Background: an optimization exercise with open tools, aiming at small area. Do not read the settings as production practice. In this exercise RTL edits were held to simulation tests only and were not proved equivalent to the original. No activity file was given, so power comes from the tool's default toggle rates. The clock port is modelled as an ideal driver; clocking choices that lean on that would not hold on a real chip.

===== flow/constraint.sdc =====
create_clock -name core_clock -period 10.0 [get_ports {iClk}]
set_input_delay 2.0000 -clock core_clock [delete_from_list [all_inputs] [get_ports {iClk}]]
set_output_delay 2.0000 -clock core_clock [all_outputs]
set_load 0.01 [all_outputs]

===== flow/standard.sh =====
#!/bin/bash
# synth_recipe.tcl (not shown) runs the flow's synth.tcl, then flattens the netlist and writes it again
# the make line also repeats each setting of config.mk as NAME=value (left out here)
make -C /OpenROAD-flow-scripts/flow DESIGN_CONFIG=/design/flow/config.mk WORK_HOME=/design/flow/orfs CLKGATE_MAP_FILE= SYNTH_SCRIPT=/design/flow/synth_recipe.tcl "${@:-finish}"

===== flow/config.mk =====
export PLATFORM = sky130hd
export DESIGN_NAME = dvbcFec
export DESIGN_NICKNAME = dvbcFec
export VERILOG_FILES = /design/flow/design.v
export SDC_FILE = /design/flow/constraint.sdc
export NUM_CORES = 4
export LEC_CHECK = 0
export CAP_MARGIN = 20
export CELL_PAD_IN_SITES_DETAIL_PLACEMENT = 0
export CELL_PAD_IN_SITES_GLOBAL_PLACEMENT = 0
export CORE_MARGIN = 2
export CORE_UTILIZATION = 70
export PLACE_DENSITY = 0.78
export SLEW_MARGIN = 20
export SYNTH_MEMORY_MAX_BITS = 16384

===== flow/flow/run.sh =====
#!/bin/bash
# Standard layout (the standard.sh, unchanged synthesis) with one change:
# clock tree synthesis uses larger sink clusters and no dummy loads, which
# gives far fewer clock buffers for this flip-flop-dominated design.
set -euo pipefail
cd "$(dirname "$0")/.."
export CTS_ARGS="-sink_clustering_enable -repair_clock_nets -dont_use_dummy_load -sink_clustering_size 33 -sink_clustering_max_diameter 75"
bash standard.sh synth > synth.log 2>&1
bash standard.sh floorplan > floorplan.log 2>&1
bash standard.sh place > place.log 2>&1
bash standard.sh cts > cts.log 2>&1
bash standard.sh route > route.log 2>&1
bash standard.sh finish > finish.log 2>&1

===== flow/design.v =====
`timescale 1ns/1ns
module sync1InvertPRBS(
	input iClk,
	input iClrn,
	input iValid,
	input[7:0] iData,
	input iPSync,
	input iCheck,
	output logic[7:0] oData
	);
	localparam INITIALBITS = 15'b000000010101001;
	logic[2:0] packCnt;	 
	logic[15:1] prbs;	 
	logic[7:0] serial;
	assign serial = prbs[15:8] ^ prbs[14:7];
	always_comb begin
		if (iPSync)
			oData = (packCnt == 3'b0) ? ~iData : iData;
		else
			oData = serial ^ iData;
	end
	always_ff @(posedge iClk or negedge iClrn) begin
		if (!iClrn)
			packCnt <= 3'b0;
		else if (iValid & ~iCheck & iPSync)
			packCnt <= packCnt + 3'b1;
	end
	always_ff @(posedge iClk) begin
		if (iValid & ~iCheck) begin
			if (iPSync & (packCnt == 3'b0))
				prbs <= INITIALBITS;
			else
				prbs <= {prbs[7:1], serial};
		end
	end
endmodule
`timescale 1ns/1ns
module rsenc(
	input iClk,
	input iValid,
	input iCheck,
	input[7:0] iData,
	output[7:0] oParity
	);
	logic[127:0] rem;	 
	logic[7:0] fb;
	logic[127:0] prod;	 
	logic t8;
	logic t9;
	logic t10;
	logic t11;
	logic t12;
	logic t13;
	logic t14;
	logic t15;
	logic t16;
	logic t17;
	logic t18;
	logic t19;
	logic t20;
	logic t21;
	logic t22;
	logic t23;
	logic t24;
	logic t25;
	logic t26;
	logic t27;
	logic t28;
	logic t29;
	logic t30;
	logic t31;
	logic t32;
	logic t33;
	logic t34;
	logic t35;
	logic t36;
	logic t37;
	logic t38;
	logic t39;
	logic t40;
	logic t41;
	logic t42;
	logic t43;
	logic t44;
	logic t45;
	logic t46;
	logic t47;
	logic t48;
	logic t49;
	logic t50;
	assign t8 = fb[6] ^ fb[7];
	assign t9 = fb[1] ^ fb[5];
	assign t10 = fb[0] ^ fb[4];
	assign t11 = fb[2] ^ fb[3];
	assign t12 = t8 ^ t11;
	assign t13 = fb[2] ^ t8;
	assign t14 = fb[3] ^ t8;
	assign t15 = fb[6] ^ t9;
	assign t16 = fb[5] ^ t10;
	assign t17 = t9 ^ t10;
	assign t18 = fb[0] ^ fb[5];
	assign t19 = fb[1] ^ t10;
	assign t20 = fb[3] ^ fb[7];
	assign t21 = fb[4] ^ fb[5];
	assign t22 = fb[4] ^ t9;
	assign t23 = fb[7] ^ t11;
	assign t24 = fb[2] ^ fb[7];
	assign t25 = fb[1] ^ fb[4];
	assign t26 = fb[0] ^ t9;
	assign t27 = fb[2] ^ fb[6];
	assign t28 = fb[2] ^ t15;
	assign t29 = fb[6] ^ t11;
	assign t30 = fb[2] ^ t22;
	assign t31 = fb[3] ^ fb[4];
	assign t32 = fb[4] ^ t14;
	assign t33 = fb[6] ^ t18;
	assign t34 = t12 ^ t25;
	assign t35 = fb[0] ^ t23;
	assign t36 = fb[0] ^ t24;
	assign t37 = fb[0] ^ t28;
	assign t38 = fb[1] ^ t8;
	assign t39 = fb[1] ^ t12;
	assign t40 = fb[1] ^ t13;
	assign t41 = fb[3] ^ fb[6];
	assign t42 = fb[3] ^ t16;
	assign t43 = fb[3] ^ t19;
	assign t44 = fb[4] ^ t23;
	assign t45 = fb[5] ^ t29;
	assign t46 = fb[7] ^ t21;
	assign t47 = t8 ^ t9;
	assign t48 = t10 ^ t15;
	assign t49 = t10 ^ t24;
	assign t50 = t11 ^ t15;
	assign prod[0] = t42;
	assign prod[1] = t48;
	assign prod[2] = t34;
	assign prod[3] = t36;
	assign prod[4] = t17;
	assign prod[5] = t37;
	assign prod[6] = t39;
	assign prod[7] = t44;
	assign prod[8] = t14;
	assign prod[9] = fb[4] ^ fb[7];
	assign prod[10] = t14 ^ t18;
	assign prod[11] = fb[3] ^ t25;
	assign prod[12] = t12 ^ t21;
	assign prod[13] = t14 ^ t16;
	assign prod[14] = t8 ^ t22;
	assign prod[15] = fb[5] ^ t13;
	assign prod[16] = t31;
	assign prod[17] = t16;
	assign prod[18] = t15 ^ t31;
	assign prod[19] = fb[5] ^ t12;
	assign prod[20] = fb[0] ^ t8;
	assign prod[21] = fb[0] ^ fb[1] ^ fb[7];
	assign prod[22] = fb[1] ^ fb[2];
	assign prod[23] = t11;
	assign prod[24] = t12;
	assign prod[25] = t10 ^ t20;
	assign prod[26] = t12 ^ t22;
	assign prod[27] = t21;
	assign prod[28] = fb[5] ^ t23;
	assign prod[29] = t10 ^ t41;
	assign prod[30] = fb[7] ^ t17;
	assign prod[31] = t28;
	assign prod[32] = t12 ^ t26;
	assign prod[33] = t34;
	assign prod[34] = fb[6] ^ t19;
	assign prod[35] = t41;
	assign prod[36] = fb[4] ^ t50;
	assign prod[37] = t12 ^ t16;
	assign prod[38] = t14 ^ t17;
	assign prod[39] = t13 ^ t17;
	assign prod[40] = t18 ^ t20;
	assign prod[41] = fb[6] ^ t25;
	assign prod[42] = t11;
	assign prod[43] = fb[7] ^ t16;
	assign prod[44] = fb[1] ^ t14;
	assign prod[45] = t49;
	assign prod[46] = fb[3] ^ t9;
	assign prod[47] = fb[4] ^ t27;
	assign prod[48] = fb[0] ^ t13;
	assign prod[49] = fb[1] ^ t20;
	assign prod[50] = fb[4] ^ t8;
	assign prod[51] = fb[5] ^ t27;
	assign prod[52] = t11;
	assign prod[53] = t31;
	assign prod[54] = t16;
	assign prod[55] = t15;
	assign prod[56] = t14 ^ t26;
	assign prod[57] = t13 ^ t19;
	assign prod[58] = t27;
	assign prod[59] = t15;
	assign prod[60] = t9 ^ t11;
	assign prod[61] = t10 ^ t29;
	assign prod[62] = t20 ^ t22;
	assign prod[63] = t16 ^ t27;
	assign prod[64] = fb[5];
	assign prod[65] = fb[6];
	assign prod[66] = fb[5] ^ fb[7];
	assign prod[67] = t33;
	assign prod[68] = t47;
	assign prod[69] = t13;
	assign prod[70] = t20;
	assign prod[71] = fb[4];
	assign prod[72] = t8 ^ t21;
	assign prod[73] = t8 ^ t18;
	assign prod[74] = t17;
	assign prod[75] = t19 ^ t24;
	assign prod[76] = t12 ^ t19;
	assign prod[77] = t22 ^ t23;
	assign prod[78] = t21 ^ t29;
	assign prod[79] = t14 ^ t21;
	assign prod[80] = fb[2] ^ t17;
	assign prod[81] = t50;
	assign prod[82] = t9 ^ t14;
	assign prod[83] = t47;
	assign prod[84] = t8 ^ t17;
	assign prod[85] = t9 ^ t13;
	assign prod[86] = fb[0] ^ t12;
	assign prod[87] = t19 ^ t20;
	assign prod[88] = t24;
	assign prod[89] = fb[3];
	assign prod[90] = t49;
	assign prod[91] = t9 ^ t23;
	assign prod[92] = t32;
	assign prod[93] = t46;
	assign prod[94] = t33;
	assign prod[95] = t38;
	assign prod[96] = t43;
	assign prod[97] = t30;
	assign prod[98] = t10 ^ t28;
	assign prod[99] = t13 ^ t16;
	assign prod[100] = t8 ^ t16;
	assign prod[101] = t8 ^ t26;
	assign prod[102] = t40;
	assign prod[103] = t35;
	assign prod[104] = t45;
	assign prod[105] = t32;
	assign prod[106] = fb[4] ^ t12;
	assign prod[107] = t10 ^ t13;
	assign prod[108] = t40;
	assign prod[109] = t35;
	assign prod[110] = t43;
	assign prod[111] = t30;
	assign prod[112] = t33;
	assign prod[113] = t38;
	assign prod[114] = t13 ^ t18;
	assign prod[115] = t20 ^ t26;
	assign prod[116] = t30;
	assign prod[117] = t45;
	assign prod[118] = t32;
	assign prod[119] = t46;
	assign prod[120] = t42;
	assign prod[121] = t48;
	assign prod[122] = t34;
	assign prod[123] = t36;
	assign prod[124] = t17;
	assign prod[125] = t37;
	assign prod[126] = t39;
	assign prod[127] = t44;
	assign fb = iCheck ? 8'd0 : (iData ^ rem[127:120]);
	assign oParity = rem[127:120];
	always_ff @(posedge iClk) begin
		if (iValid) begin
			rem <= {rem[119:0], 8'd0} ^ prod;
		end
	end
endmodule
`timescale 1ns/1ns
module cycleCounter(
	input iClk,
	input iClrn,
	input iEn,
	input iPSync,
	output logic[3:0] oCnt
	);
	always_ff @(posedge iClk or negedge iClrn) begin
		if (!iClrn)
			oCnt <= 4'd0;
		else if (iEn) begin
			if (iPSync)
				oCnt <= 4'd1;
			else if (oCnt == 4'd11)
				oCnt <= 4'd0;
			else
				oCnt <= oCnt + 4'd1;
		end
	end
endmodule
`timescale 1ns/1ns
module interleavor(
	input iClk,
	input iClrn,
	input[7:0] iData,
	input iValid,
	input iPSync,
	output logic[7:0] oData,
	output logic oValid,
	output logic oPSync
	);
	localparam LENGTH = 17;
	localparam INTER_B = 12;
	logic[7:0] oNext;
	logic[7:0] d1, d2, d3;
	logic p1, p2, p3;
	logic v1, v2, v3;
	logic[3:0] branch2;		 
	logic[INTER_B-1:0] shift;	 
	logic[INTER_B-1:1] hold;	 
	logic[7:0] tail[0:INTER_B-1];
	always_ff @(posedge iClk or negedge iClrn) begin
		if (!iClrn) begin
			v1 <= 1'b0;
			v2 <= 1'b0;
			v3 <= 1'b0;
			oValid <= 1'b0;
		end
		else begin
			v1 <= iValid;
			v2 <= v1;
			v3 <= v2;
			oValid <= v3;
		end
	end
	always_ff @(posedge iClk) begin
		d1 <= iData;
		d2 <= d1;
		d3 <= d2;
		p1 <= iPSync;
		p2 <= p1;
		p3 <= p2;
		oPSync <= p3;
	end
	cycleCounter branch_cnt(.iClk(iClk), .iClrn(iClrn), .iEn(v2), .iPSync(p2), .oCnt(branch2));
	always_ff @(posedge iClk) begin
		for (int i = 0; i < INTER_B; i++)
			shift[i] <= v2 && branch2 == i;
		for (int i = 1; i < INTER_B; i++)
			hold[i] <= !(v2 && branch2 == i);
	end
	assign tail[0] = d3;
	genvar b;
	generate
		for (b = 1; b < INTER_B; b = b + 1) begin : gen_branch
			logic[8*LENGTH*b-1:0] sr;
			always_ff @(posedge iClk)
				sr <= ({sr[8*LENGTH*b-9:0], d3} & {8*LENGTH*b{shift[b]}})
					| (sr & {8*LENGTH*b{hold[b]}});
			assign tail[b] = sr[8*LENGTH*b-1 -: 8];
		end
	endgenerate
	always_comb begin
		oNext = 8'd0;
		for (int i = 0; i < INTER_B; i++)
			oNext = oNext | (tail[i] & {8{shift[i]}});
	end
	always_ff @(posedge iClk)
		oData <= oNext;
endmodule
`timescale 1ns/1ns
module dvbcFec(
	iClk, iClrn,
	iValid,
	iData,
	iPSync,
	iCheck,
	oData,
	oPSync,
	oValid);
	input iClk;
	input iClrn;
	input iValid;
	input[7:0] iData;
	input iPSync;
	input iCheck;
	output[7:0] oData;
	output oPSync;
	output oValid;
	logic[7:0] rndData;	 
	logic[7:0] parity;	 
	logic[7:0] coded;
	sync1InvertPRBS prbs_inst(
		.iClk(iClk), .iClrn(iClrn), .iCheck(iCheck),
		.iValid(iValid), .iData(iData), .iPSync(iPSync),
		.oData(rndData));
	rsenc rs_inst(
		.iClk(iClk), .iCheck(iCheck),
		.iData(rndData), .iValid(iValid),
		.oParity(parity));
	assign coded = iCheck ? parity : rndData;
	interleavor interleaver_inst(
		.iClk(iClk), .iClrn(iClrn),
		.iData(coded), .iValid(iValid), .iPSync(iPSync),
		.oData(oData), .oValid(oValid), .oPSync(oPSync));
endmodule

==> qor.tcl <==
set qor(power_mw) 59.3
set qor(combPwrFrac_pct) 7.8
set qor(tritoncts.num_buffers) 327
set qor(synthesis.area_sq_mm) 0.276
set qor(period_share_pct) 48.7
set qor(cts.reportedPaths.clkPinSlew_ns) 0.09
set qor(wirelength_um) 419000
set qor(postLayoutCellArea_sq_mm) 0.285
set qor(finalClockSkew_ns) 0.0714
set qor(ys_async_sr_fraction_pct) 0.120
set qor(endpoint_kind) {flop}
set qor(design.portCount) 23
set qor(min_path_type) {flop to flop}
set qor(synth_largest_type_area_fraction_pct) 65.6
set qor(postSynth.topFlopCell) {sky130_fd_sc_hd__dfxtp_1}
set qor(die_w_um) 631
set qor(power.share.sequential_pct) 65.2
set qor(final_period_minus_worst_setup_slack_ns) 4.87
set qor(die_height_um) 631
set qor(grt_remaining_overflow) 0
set qor(yosys.area.top_type) {sky130_fd_sc_hd__dfxtp_1}
set qor(holdBufCountCts) 0
set qor(crit_buf_inv) 2
set qor(syn-num-nets) 20700
set qor(postLayoutCoreUtil_pct) 72.6
set qor(outcome) {complete, no violations}
set qor(clock_tree_from_tritoncts) {yes}
set qor(highest_clock_frequency_the_design_can_meet_ghz) 0.205
set qor(preCtsSetupSlack_ns) 4.17
set qor(fin_nets) 19100
set qor(fillerInstances) 26800
set qor(placement_rows) 230
set qor(critPathSlowestCell) {sky130_fd_sc_hd__clkdlybuf4s50_1}
set qor(timing_worst_slew_pin_value_ns) 1.12
set qor(synth_edf_count) 143
set qor(netSwitchingFraction_pct) 22.7
set qor(critical_path_arrival_ns) 5.51
set qor(first_global_vias) 145000
set qor(yosysUniqueCellTypes) 37
set qor(final-max-slew-violation-count) 0
set qor(avgViaCountPerCell) 6.27
set qor(coreArea_sq_mm) 0.392
set qor(timing.critical_path.max_delay_family) {buffers and inverters}
set qor(synth.ff_latch_count) 9189
set qor(final_layout_size_suffix_gt1_share_pct) 2.82
set qor(synthTopCellsByCount) {9035 x sky130_fd_sc_hd__dfxtp_1, 9000 x sky130_fd_sc_hd__a22o_1, 1888 x sky130_fd_sc_hd__clkbuf_1}
set qor(synth_area_leaders) {sky130_fd_sc_hd__dfxtp_1 66%, sky130_fd_sc_hd__a22o_1 29%, sky130_fd_sc_hd__clkbuf_1 2.6%}
set qor(report.final.setup_viol) 0
set qor(timing.final.hold_violations) 0
set qor(slowest_delay_ns) 1.03
set qor(last_weighted_congestion_value_of_the_routability_driven_placer) 0.749
set qor(number_of_buffers_added_on_ports) 22
set qor(dp.final_hpwl_um) 226000
set qor(timing.critical_path.from_type) {input port}
set qor(worst_skew_pair.late_latency_ns) 0.97
set qor(grt_usage_pct) 20.2
set qor(critPathMaxFanout) 13
set qor(first_pass_grt_wire_length_um) 709000
set qor(yosys_warnings) 5
set qor(drt_first_pass_iters) 5
set qor(switchingPower_mw) 13.5
set qor(grt_max_degree) 285
set qor(synth.yosys.seq_area_share_pct) 67.3
set qor(die_outline_area_sq_mm) 0.399
set qor(clock_sinks) 9189
set qor(ant_nets) 0
set qor(dpl-instance-area_sq_mm) 0.276
set qor(peak_supply_drop_uv) 200
set qor(finalWorstSetupSlack_ns) 5.13
set qor(drv.max_cap_violation_count) 0
set qor(drt-wirelength-per-cell_um) 17.2
set qor(timing.slew.headroom_pct) 25.3
set qor(htree_num_levels) 5
set qor(avgSynthCellArea_sq_um) 13.3
set qor(cts_setup_buffers) 0
set qor(synthesis.instances) 20700
set qor(cts-resized-gates) 0
set qor(rsz0062_at_grt) {no}
set qor(cts_root_buf) {sky130_fd_sc_hd__clkbuf_16}
set qor(drt_iter0_drc) 11100
set qor(cts.path.max_buffers) 4
set qor(initial_utilization_pct) 70.2
set qor(p_int_mw) 45.8
set qor(power.share.clock_pct) 26.9
set qor(synth_most_common_cell) {sky130_fd_sc_hd__dfxtp_1}
set qor(cells_traversed_along_the_worst_timing_path) {clkdlybuf4s50_1 -> mux2i_1 -> xnor2_2 -> xor2_1 -> nor2_2 -> buf_4 -> xnor2_2 -> xor2_1 -> xnor2_1}
set qor(setup_cp_type) {input port to flop}
set qor(drt_drc_violations_left) 0
set qor(vias) 153000
set qor(area_growth_pct) 3.32
set qor(p_leak_nw) 110
set qor(grt_antenna_before_repair) 13
set qor(data_required_time_at_the_worst_endpoint_ns) 10.64
set qor(power.density_mw_per_mm2) 208
set qor(timing.setup.tns_ns) 0
## stage by stage
step                      cells  hold WS (ns)
after floorplan           20700         0.310
after global placement    24000         0.311
after detailed placement  24000         0.312
after CTS                 24300         0.311
after global routing      24300         0.325
final                     24300         0.318
## cell families after synthesis
kind of cell	after synthesis	share of synthesized area (%)
AOI/OAI and AO/OA	9034	28.7
xor gates and xnor gates	266	0.921
adders and majority gates	6	0.0272
buffers and inverters	2053	2.80
DFF	9189	67.3
muxes	17	0.0727
and+or+nand+nor	89	0.166
## final timing paths
path                                         from                                   to  slack, ns  depth (start not counted)
min in group asynchronous                   iClrn              interleaver_inst.oValid       1.41                          1
setup reg to reg             prbs_inst.packCnt[0]                      rs_inst.rem[33]       6.43                         11
hold reg to reg            interleaver_inst.d2[0]               interleaver_inst.d3[0]       0.32                          0
hold / removal             interleaver_inst.d2[0]               interleaver_inst.d3[0]       0.32                          0
setup / recovery                           iPSync                      rs_inst.rem[36]       5.13                          9
max in group asynchronous                   iClrn  interleaver_inst.branch_cnt.oCnt[1]       8.09                          2
## routing by layer
layer | vias up | GRT usage (%) | wire [um]
met1 | 75200 | 29.6 | 217000
met2 | 1054 | 32.8 | 184000
met3 | 464 | 1.79 | 10200
met4 | 8 | 4.07 | 7990
met5 | - | 0 | 48
li1 | 75800 | - | -
## area by class of cell
cell class	instances	area (sq um)	area share [%]
inverter	22	82.6	0.0290
timing repair buffer	171	1980	0.695
multi-input combinational	9412	82400	28.9
tap	5220	6530	2.29
clock buffer	327	8180	2.87
sequential	9189	186000	65.2
antenna	4	10.0	0.00352
## placed cells by master (no fill, tap or decap), types with 2 or more instances in the layout
master / count
sky130_fd_sc_hd__a21oi_1: 2
sky130_fd_sc_hd__inv_1: 22
sky130_fd_sc_hd__xnor2_4: 5
sky130_fd_sc_hd__buf_12: 41
sky130_fd_sc_hd__a221oi_1: 24
sky130_fd_sc_hd__nor2_2: 5
sky130_fd_sc_hd__nand2_1: 7
sky130_fd_sc_hd__mux2_2: 9
sky130_fd_sc_hd__o22ai_1: 2
sky130_fd_sc_hd__a22o_1: 9000
sky130_fd_sc_hd__xnor2_2: 11
sky130_fd_sc_hd__nor2_1: 33
sky130_fd_sc_hd__dfrtp_1: 11
sky130_fd_sc_hd__buf_6: 7
sky130_fd_sc_hd__clkbuf_16: 327
sky130_fd_sc_hd__edfxtp_1: 143
sky130_fd_sc_hd__buf_16: 5
sky130_fd_sc_hd__xnor2_1: 161
sky130_fd_sc_hd__nand3_1: 21
sky130_fd_sc_hd__and2_1: 8
sky130_fd_sc_hd__dfxtp_1: 9013
sky130_fd_sc_hd__nor2b_1: 8
sky130_fd_sc_hd__mux2i_1: 3
sky130_fd_sc_hd__diode_2: 4
sky130_fd_sc_hd__xor2_1: 87
sky130_fd_sc_hd__clkdlybuf4s50_1: 20
sky130_fd_sc_hd__dfxtp_4: 22
sky130_fd_sc_hd__ha_1: 6
sky130_fd_sc_hd__o21ai_0: 5
sky130_fd_sc_hd__mux2i_2: 5
sky130_fd_sc_hd__buf_4: 96
## sequential cells by signal (all words and copies together), names as in the netlist, 3 cells and up
signal,cells
interleaver_inst.gen_branch.sr,8976
rs_inst.rem,128
prbs_inst.prbs,15
interleaver_inst.shift,12
interleaver_inst.hold,11
interleaver_inst.d1,8
interleaver_inst.d2,8
interleaver_inst.d3,8
interleaver_inst.oData,8
interleaver_inst.branch_cnt.oCnt,4
prbs_inst.packCnt,3
## worst reg2reg max path, cell delays in order (launching register included)
cell and delay [ns]:
sky130_fd_sc_hd__dfrtp_1 0.41, sky130_fd_sc_hd__inv_1 0.06, sky130_fd_sc_hd__ha_1 0.24, sky130_fd_sc_hd__nand2b_4 0.18
sky130_fd_sc_hd__mux2i_2 0.14, sky130_fd_sc_hd__xnor2_2 0.51, sky130_fd_sc_hd__xnor2_4 0.22, sky130_fd_sc_hd__nor2_2 0.49
sky130_fd_sc_hd__buf_4 0.33, sky130_fd_sc_hd__xnor2_4 0.24, sky130_fd_sc_hd__xor2_4 0.28, sky130_fd_sc_hd__xnor2_1 0.16
## power by group through the flow
stage	Combinational, mW	Clock, mW	Sequential (mW)
2_1_floorplan	3.84	0	39.1
3_3_place_gp	4.59	0	39.5
3_5_place_dp	4.69	0	39.5
4_1_cts	4.70	16.5	38.7
5_1_grt	5.12	17.7	38.8
6_report	4.65	16.0	38.7

## re-timing with driven ports
In the flow no input, the clock included, has a driving cell. The finished layout below was timed again as built, in two steps. Step 1 (the two cells are an assumption about what drives the block):
set clk [get_ports {iClk}]
set_driving_cell -lib_cell sky130_fd_sc_hd__clkbuf_16 $clk
set_driving_cell -lib_cell sky130_fd_sc_hd__buf_2 [delete_from_list [all_inputs] $clk]
Step 2 times the ports against the registers' clock, not the clock port: input delays grow and output delays shrink by t, the midpoint of the rising clock arrivals with the driver on. a / b / c = ideal / step 1 / step 2; a / b = the first two.
t, ns: 1.043
setup slack, ns: 5.130 / 5.196 / 4.153
pins driven straight from the clock port: 1
After both steps setup and hold are still met in this run. For this run, drivers alone change the setup slack by +0.066 ns; drivers and shift together by -0.977 ns.
